Source: an optimization exercise on an open RTL-to-GDS flow (aim: small area, a short achievable clock period and few clock cycles per item). Production flows keep margins and buffers that such runs may drop. Only simulation tests tie the RTL to the original design; equivalence was not proved. Power and IR drop assume default switching activity.

==> flow/design.v <==
module core(
            input wire        clk,
            input wire        rst,
            input wire        mem_ready,
            input wire [31:0] mem_read_data,
            output reg [31:0] mem_addr,
            output reg        mem_read_valid,
            output reg        mem_write_valid,
            output reg [31:0] mem_write_data,
            output reg [1:0]  mem_width,
            output reg        instruction_retired
);
   reg [31:0]  rf [1:31];
   reg [31:0]  rf_v;     
   reg         ob;       
   reg         ob_ld;    
   reg         ob_st;    
   reg         ob_k;     
   reg         pd;       
   reg         pt;       
   reg         sp;       
   reg         ld_pend;  
   reg [4:0]   ld_rd;
   reg [31:0]  ir;
   reg [31:2]  pc;
   reg [1:0]   st;       
   reg [31:0]  op1, op2;
   reg         w_v;      
   reg [4:0]   w_rd;
   reg [31:0]  w_d;
   reg [1:0]   rc;       
   reg         a1;       
   reg         f2;       
   wire [4:0]  opc = ir[6:2];
   wire [4:0]  rd  = ir[11:7];
   wire [2:0]  f3  = ir[14:12];
   wire [4:0]  rs1 = ir[19:15];
   wire [4:0]  rs2 = ir[24:20];
   function [11:0] classify(input [31:0] w);
      reg [4:0] o;
      begin
         o = w[6:2];
         classify = {o == 5'b01100 && w[30] && w[14:12] == 3'd0,
                     (o == 5'b01100 || o == 5'b00100) && w[30] && w[14:12] == 3'd5,
                     o == 5'b01101, o == 5'b00101, o == 5'b11011, o == 5'b11001,
                     o == 5'b11000, o == 5'b00000, o == 5'b01000, o == 5'b00100,
                     o == 5'b01100,
                     (o == 5'b01101 || o == 5'b00101 || o == 5'b11011 || o == 5'b11001 ||
                      o == 5'b00100 || o == 5'b01100) && w[11:7] != 5'd0};
      end
   endfunction
   function [9:0] rsel(input [31:0] w);
      reg alu;
      begin
         alu = w[6:2] == 5'b01100 || w[6:2] == 5'b00100;
         rsel = {(alu && w[14:12] == 3'd0) || w[6:2] == 5'b01101 || w[6:2] == 5'b00101 ||
                 w[6:2] == 5'b11011,
                 alu && w[14:12] == 3'd1,
                 alu && w[14:12] == 3'd2, alu && w[14:12] == 3'd3,
                 alu && w[14:12] == 3'd4, alu && w[14:12] == 3'd5,
                 alu && w[14:12] == 3'd6, alu && w[14:12] == 3'd7,
                 1'b0, w[6:2] == 5'b11001};
      end
   endfunction
   reg  [9:0]  rs;
   reg  [11:0] cls;
   wire        is_sub   = cls[11];
   wire        is_sra   = cls[10];
   wire        is_lui   = cls[9];
   wire        is_auipc = cls[8];
   wire        is_jal   = cls[7];
   wire        is_jalr  = cls[6];
   wire        is_br    = cls[5];
   wire        is_ld    = cls[4];
   wire        is_st    = cls[3];
   wire        is_opi   = cls[2];
   wire        is_op    = cls[1];
   wire        wr_x2    = cls[0];
   wire        is_mem   = is_ld | is_st;
   wire [31:0] imm_i = {{20{ir[31]}}, ir[31:20]};
   wire [31:0] imm_s = {{20{ir[31]}}, ir[31:25], ir[11:7]};
   wire [31:0] imm_b = {{20{ir[31]}}, ir[7], ir[30:25], ir[11:8], 1'b0};
   wire [31:0] imm_u = {ir[31:12], 12'b0};
   wire [31:0] imm_j = {{12{ir[31]}}, ir[19:12], ir[20], ir[30:21], 1'b0};
   wire [4:0]  in_rs2 = mem_read_data[24:20];
   wire [4:0]  ra = (st == 2'd1) ? rs1 : in_rs2;
   wire [4:0]  in_op  = mem_read_data[6:2];
   wire        in_rs2u = in_op == 5'b01100 || in_op == 5'b11000 || in_op == 5'b01000;
   reg  [31:0] rv;
   integer     j;
   wire        x1st   = st == 2'd1;
   wire        o_pc   = x1st & (is_auipc | is_jal);
   wire        o_any  = x1st & (is_auipc | is_jal | is_lui);
   always @* begin
      rv = (w_d & {32{w_v && w_rd == ra && !o_any}}) | ({pc, 2'b00} & {32{o_pc}});
      for (j = 1; j < 32; j = j + 1)
         rv = rv | (rf[j] & {32{ra == j && rf_v[j] && !(w_v && w_rd == j) && !o_any}});
   end
   wire        haz1 = ld_pend && ld_rd != 5'd0 && (ld_rd == rs1 || ld_rd == rd);
   wire        haz2 = ld_pend && ld_rd != 5'd0 && ld_rd == rs2;
   wire [31:0] addsub = op1 + (op2 ^ {32{is_sub}}) + {31'd0, is_sub};
   wire        eq  = op1 == op2;
   wire        ltu = op1 < op2;
   wire        lt  = (op1[31] ^ op2[31]) ? op1[31] : ltu;
   wire        shl = rs[8];
   reg  [31:0] op1r;
   reg  [31:0] shr_r;
   integer     k;
   always @* begin
      for (k = 0; k < 32; k = k + 1) op1r[k] = rv[31-k];
   end
   wire [31:0] shin = op1;
   wire signed [32:0] shx = {is_sra & op1[31], shin};
   wire signed [32:0] shr = shx >>> op2[4:0];
   always @* begin
      for (k = 0; k < 32; k = k + 1) shr_r[k] = shr[31-k];
   end
   wire        use_rs1 = is_ld | is_st | is_jalr;
   wire [31:0] aimm  = is_st ? imm_s : (is_ld | is_jalr) ? imm_i :
                       is_jal ? imm_j : is_br ? imm_b : imm_u;
   wire [31:0] asum  = (use_rs1 ? op1 : {pc, 2'b00}) + aimm;
   wire [31:0] agen  = asum;
   wire [31:0] pcimm = asum;
   wire [31:2] pc4   = pc + 30'd1;
   wire        cond  = (f3[2] ? (f3[1] ? ltu : lt) : eq) ^ f3[0];
   wire        redir = is_jalr | (is_br & cond);
   wire [31:2] tgt   = is_jalr ? agen[31:2] : pcimm[31:2];
   wire [31:0] wd = ({32{rs[9]}} & addsub) | ({32{rs[8]}} & shr_r) |
                    {31'd0, rs[7] & lt} | {31'd0, rs[6] & ltu} |
                    ({32{rs[5]}} & (op1 ^ op2)) | ({32{rs[4]}} & shr[31:0]) |
                    ({32{rs[3]}} & (op1 | op2)) | ({32{rs[2]}} & op1 & op2) |
                    ({32{rs[0]}} & {pc4, 2'b00});
   wire        x1      = st == 2'd1 && !haz1 && !haz2;
   wire        x2      = st == 2'd2;
   wire        wbs     = st == 2'd3;
   wire        bus_free = ~ob | mem_ready;
   wire        ob_f    = ~ob_ld & ~ob_st;
   wire        ld_ans  = ob & ob_ld & mem_ready;
   wire        st_ans  = ob & ob_st & mem_ready;
   wire        x2_redir = x2 & redir;
   wire        arr     = ob & ob_f & ~ob_k & mem_ready;
   wire        acc     = arr & ~x2_redir;
   wire        wb_late = x2 & wr_x2 & ld_ans;
   wire        rf_we_x = (x2 & wr_x2 & ~ld_ans) | wbs;
   wire        dreq    = (x2 & is_mem) | pd;
   wire        in_jal  = mem_read_data[6:2] == 5'b11011;
   wire        jreq    = a1 & is_jal;
   wire        treq    = x2_redir | pt | jreq;
   wire        sreq    = (sp | (acc & ~in_jal)) & ~treq;
   wire        freq    = pt | jreq | (x2 & is_jalr) | sp | (arr & ~in_jal) | x2_redir;
   wire        iss_d   = dreq & bus_free;
   wire        iss_f   = freq & bus_free & ~dreq;
   wire        iss     = iss_d | iss_f;
   wire [31:2] ma4     = mem_addr[31:2] + 30'd1;
   wire [31:2] seq_a   = arr ? ma4 : pc4;
   wire        ev_x    = (x2 & ~is_mem & ~wb_late) | wbs;
   wire        ev_m    = ld_ans | st_ans;
   wire [1:0]  rc_all  = rc + {1'b0, ev_x} + {1'b0, ev_m};
   always @(posedge clk) begin
      if (w_v) rf[w_rd] <= w_d;
      if (rst) rf_v <= 32'd0;
      else if (w_v) rf_v[w_rd] <= 1'b1;
      w_v <= ~rst & ((ld_ans & ld_rd != 5'd0) | rf_we_x);
      w_rd <= ld_ans ? ld_rd : rd;
      w_d <= ld_ans ? mem_read_data : wd;
      if (arr) begin
         op2 <= rv;
      end else if (a1 && (is_opi | is_lui | is_auipc | is_jal)) begin
         op2 <= is_opi ? imm_i : is_jal ? 32'd4 : imm_u;
      end else if (a1 && f2) begin
         op2 <= w_d;
      end else if (st == 2'd1 && haz2 && ld_ans && (is_op | is_br | is_st)) begin
         op2 <= mem_read_data;
      end
      f2 <= x2 && wr_x2 && rd == in_rs2 && in_rs2u;
      if (x1) op1 <= rs[8] ? op1r : rv;
      a1 <= acc & ~rst;
      if (arr) begin
         ir <= mem_read_data;
         cls <= classify(mem_read_data);
         rs <= rsel(mem_read_data);
         pc <= mem_addr[31:2];
      end
      if (rst) st <= 2'd0;
      else if (acc) st <= 2'd1;
      else if (x1) st <= 2'd2;
      else if (x2) st <= wb_late ? 2'd3 : 2'd0;
      else if (wbs) st <= 2'd0;
      if (rst) begin
         mem_addr <= 32'd0;
         mem_width <= 2'd2;
         mem_read_valid <= 1'b1;
         mem_write_valid <= 1'b0;
         ob <= 1'b1;
         ob_ld <= 1'b0;
         ob_st <= 1'b0;
         ob_k <= 1'b0;
         pd <= 1'b0;
         pt <= 1'b0;
         sp <= 1'b0;
         ld_pend <= 1'b0;
      end else begin
         mem_read_valid <= iss & ~(iss_d & is_st);
         mem_write_valid <= iss_d & is_st;
         if (bus_free) begin
            mem_addr <= (x2 & is_br & cond) ? {pcimm[31:2], 2'b00} :
                        dreq ? agen :
                        (pt | jreq | (x2 & is_jalr)) ? {tgt, 2'b00} : {seq_a, 2'b00};
            mem_width <= dreq ? {f3[1], f3[0] & ~f3[1]} : 2'd2;
         end
         if (iss_d) mem_write_data <= op2;
         if (iss) begin
            ob <= 1'b1;
            ob_ld <= iss_d & is_ld;
            ob_st <= iss_d & is_st;
            ob_k <= 1'b0;
         end else begin
            if (mem_ready) ob <= 1'b0;
            if (x2_redir) ob_k <= 1'b1;
         end
         pd <= dreq & ~bus_free;
         pt <= treq & ~iss_f;
         sp <= sreq & ~iss_f;
         if (iss_d & is_ld) begin
            ld_pend <= 1'b1;
            ld_rd <= rd;
         end else if (ld_ans) begin
            ld_pend <= 1'b0;
         end
      end
      if (rst) begin
         rc <= 2'd0;
         instruction_retired <= 1'b0;
      end else begin
         instruction_retired <= rc_all != 2'd0;
         rc <= rc_all - {1'b0, rc_all != 2'd0};
      end
   end
endmodule  
==> flow/flow/run.sh <==
#!/bin/bash
set -uo pipefail
bash standard.sh SETUP_SLACK_MARGIN=6.0 cts > make_to_cts.log 2>&1 || exit 1
bash standard.sh SETUP_SLACK_MARGIN=5.8 finish > make_finish.log 2>&1
==> flow/standard.sh <==
#!/bin/bash
# synth_recipe.tcl (not shown) runs the flow's synth.tcl, then flattens the netlist and writes it again
# the make line also repeats each setting of config.mk as NAME=value (left out here)
make -C /OpenROAD-flow-scripts/flow DESIGN_CONFIG=/design/flow/config.mk WORK_HOME=/design/flow/orfs CLKGATE_MAP_FILE= SYNTH_SCRIPT=/design/flow/synth_recipe.tcl "${@:-finish}"
==> flow/config.mk <==
export PLATFORM = sky130hd
export DESIGN_NAME = core
export DESIGN_NICKNAME = core
export VERILOG_FILES = /design/flow/design.v
export SDC_FILE = /design/flow/constraint.sdc
export NUM_CORES = 4
export LEC_CHECK = 0
export ABC_CLOCK_PERIOD_IN_PS = 3000
export CAP_MARGIN = 20
export CORE_MARGIN = 2
export CORE_UTILIZATION = 50
export CTS_CLUSTER_DIAMETER = 60
export CTS_CLUSTER_SIZE = 30
export SLEW_MARGIN = 20
==> flow/constraint.sdc <==
create_clock -name core_clock -period 10.0 [get_ports {clk}]
set_input_delay 2.0000 -clock core_clock [delete_from_list [all_inputs] [get_ports {clk}]]
set_output_delay 2.0000 -clock core_clock [all_outputs]
set_load 0.01 [all_outputs]
==> impl_results.md <==
* Post-route non-filler standard cell count at 6156
* Crit Path Max Fanout at 6
* Type of the worst min-delay path: register to register
* Post-DP HPWL at 140800 µm
* Share of cells above drive strength 1 at 0.1478
* Actual slew at the worst max-slew pin at 1.055 ns
* GRT Util Overall at 0.3907
* Syn nets at 4531
* Fmax at 238.5 MHz
* Drt drc at 0
* Vias post-DR at 43389
* Sequential area share after synthesis at 0.6470
* Outcome: timing/DRC/antenna clean
* CTS clk-pin slew, worst paths at 0.06 ns
* Htree depth at 3
* Initial antenna violation count at 12
* # setup viols final at 0
* Core ar. at 0.1147 mm²
* Die Wd at 344.4 µm
* Clock buffer depth at 3
* CP Launch Type: input port
* Hold Vio Cnt, Final at 0
* Post-Syn Area per Cell at 13.28 µm²
* CP Data Arrival Time at 4.72 ns
* Drt wl/cell at 38.03 µm
* DIE AREA at 0.1186 mm²
* Largest net degree at the start of global routing at 65
* CTS root buf: clkbuf_16
* First-pass iteration count of the detailed router at 6
* Sum Neg Setup Slack at 0 ns
* WP data required at 10.53 ns
* Post-layout util at 0.5851
* WP buf/inv at 1
* Die height at 344.4 µm
* Pleak at 22.85 nW
* Dominant synthesized flop cell: edfxtp_1
* Routed WL at 234100 µm
* Yosys top cell area share at 0.6055
* Crit-path slowest cell: clkdlybuf4s50_1
* Commonest cells post-synth: edfxtp_1 (1168), nand2_1 (374), nor2_1 (244)
* GPL Wtd Cong at 1.002
* Std-Cell Rows at 124
* Critical Setup Path Class: input port to register
* Mapped cell area at 0.05792 mm²
* Initial Utilization at 0.5052
* Cts bufs inserted at 105
* Initial DRC count at 6685
* Beginning of the worst register-to-register path: op2[2]
* Via/cell ratio at 7.048
* Total clock sinks at 1288
* Tcrit/Tclk final at 0.4194
* CTS tree: done
* Tot Pwr at 0.01345 W
* Max-slew violations at 0
* Min Tclk post-route at 4.194 ns
* RSZ-0062 raised after global routing: yes
* Hold buffer count at CTS at 0
* Synth Warn # at 1
* Overflow after GRT at 0
* Cell area power density at 200.5 mW/mm²
* Post-route ant nets at 0
* Critical Path, Cell by Cell: clkdlybuf4s50_1 -> nor3b_2 -> nor2b_2 -> nand2b_1 -> o311ai_0
* Area Growth Syn to Fin at 15.83%
* Largest area contributor in the netlist: edfxtp_1
* Fraction of registers with async set/reset at 0
* Crit end category: register
* HP Start: mem_width[0]
* Worst-Skew Late Latency at 0.77 ns
* Synth top area cells: edfxtp_1 (61%), dfxtp_1 (4.1%), a22oi_1 (3.0%)
* Post-synth EDFFs at 1168
* Synth cell types at 100
* Crit. Startpoint: mem_read_data[6]
* Placed insts at 5852
* Max-slew headroom at 0.2870
* Top cell family by delay on the critical path: simple AND/OR/NAND/NOR gates
* Synthesized flop and latch total at 1288
* Port bufs at 103
* IO Pins at 104
* Worst clock skew at 0.09360 ns
* Max-Cap Viols at 0
* Worst ir drop on vdd at 0.1851 mV
* Vias in the first global route at 39875
* Fin nets at 4711
* Worst path max stage delay at 0.95 ns
* Cells after Synth at 4361
* First-pass GRT wire length at 320200 µm
* Most frequent cell after synthesis: edfxtp_1
cells by family (layout without fill, tap and decap cells):
kind of cell    after synthesis  count (layout)  share of synthesized area
flops                      1288            1288                     0.6470
compound gates             1236            1236                     0.1580
simple gates               1086            1089                    0.09326
buf+inv                     362             632                    0.02588
xor+xnor                    157             157                    0.02374
fa+ha+maj                   135             135                    0.02955
mux                          97              97                    0.02260
other cells                   0              10                          0
worst register-to-register path: cells and delay by family, from the launching register on:
kind                       cells  cell delay, ns
and+or+nand+nor                4            1.17
AOI/OAI and AO/OA              5            1.38
buffers and inverters          3            0.74
adders and majority gates      1            0.38
DFF                            1            0.33
power breakdown:
group          leakage (nW)  internal [W]  switching [W]
clock network          1.80       0.00225        0.00223
registers              11.5       0.00636       0.000397
logic                  9.55      0.000723        0.00149
total                  22.9       0.00933        0.00412
layer usage:
metal  up-vias  GRT usage  share of wire
li1      17665          -              -
met1     21814     0.5062           0.36
met2      3185     0.5998           0.45
met3       719    0.08532           0.12
met4         6     0.2468          0.076
met5         -          0        0.00016
flip-flops by register name, summed over array words and instances (netlist names), 2 cells and up:
| signal | count |
|---|---|
| op1 | 32 |
| mem_addr | 32 |
| mem_width | 2 |
| st | 2 |
| ir | 25 |
| ld_rd | 5 |
| rs | 8 |
| w_d | 32 |
| rc | 2 |
| cls | 12 |
| rf_v | 31 |
| mem_write_data | 32 |
| w_rd | 5 |
| op2 | 32 |
| rf | 992 |
| pc | 30 |
area by class of cell:
cell class | count | area [µm²]
Fill cell | 9160 | 47570
Sequential cell | 1288 | 37490
Multi-Input combinational cell | 2714 | 20110
Timing Repair Buffer | 331 | 3421
Clock buffer | 111 | 2681
Tap cell | 1512 | 1892
Clock inverter | 89 | 1074
Inverter | 101 | 396.6
Antenna cell | 10 | 25.02
final timing paths:
kind | slack [ns] | cells past startpoint | endpoint
setup / recovery | 5.81 | 5 | rs[9]
hold / removal | 0.46 | 2 | mem_width[0]
setup reg to reg | 5.91 | 13 | mem_addr[20]
hold reg to reg | 0.46 | 2 | mem_width[0]
timing repair:
| action | in CTS | in global routing |
|---|---|---|
| cloned | 7 | 1 |
| resized for setup | 227 | 11 |
| pin swaps | 51 | 7 |
| buffers inserted | 80 | 6 |
| setup endpoints to repair | 234 | 24 |
placed cells by master (no fill, tap or decap), drive strengths merged, types with 23 or more instances in the layout:
cell type      instances
buf                  229
nor3                  51
a21oi                150
nand3                108
a22o                 147
clkbuf               111
mux2i                 44
nor2b                 27
nand4                 97
ha                   132
a21o                  56
edfxtp              1168
dfxtp                120
nand2                374
inv                  130
mux4                  23
o2111ai               26
a31oi                 76
mux2                  30
clkdlybuf4s50         97
and3                  32
xor2                  85
xnor2                 72
nor2                 246
nor4                  50
o21ai                174
a221oi               180
clkinv                42
o211ai                31
a22oi                232
a311oi                23
stage by stage:
stage                     instance area, µm²  worst slack [ns]  hold WS (ns)
after detailed placement               61420             3.695        0.4514
after global routing                   67070             5.746        0.4805
final                                  67090             5.806        0.4625
after floorplan                        58120             5.960        0.4206
after global placement                 61410             3.755        0.4436
after CTS                              66960             5.812        0.4645
Testbench counts, summed over its fixed seeds: cycles 89,831, instrs 34,171.

-- re-timing with driven ports --
The results above use ideal ports. As a check the final layout listed here was re-extracted and re-timed, cells and wires unchanged.
Step 1: set_driving_cell puts a clkbuf_16 on clk and a buf_2 on each other input, an assumption about the parent block.
Step 2 also shifts input and output timing later by t, the mid clock arrival at the registers, as if the neighbouring blocks saw the same clock.
Three values: no drivers, after step 1, after step 2; two values: the first two.
t (ns): 0.804
setup WS [ns]: 5.806 / 5.781 / 4.977
worst hold slack (ns): 0.462 / 0.462 / 0.462
slew at the worst register clock pin (ns): 0.10 / 0.10
worst data-port slew with drivers (ns): 0.16
After both steps setup and hold are still met in this run. For this run, drivers alone change the setup slack by -0.025 ns; drivers and shift together by -0.829 ns.
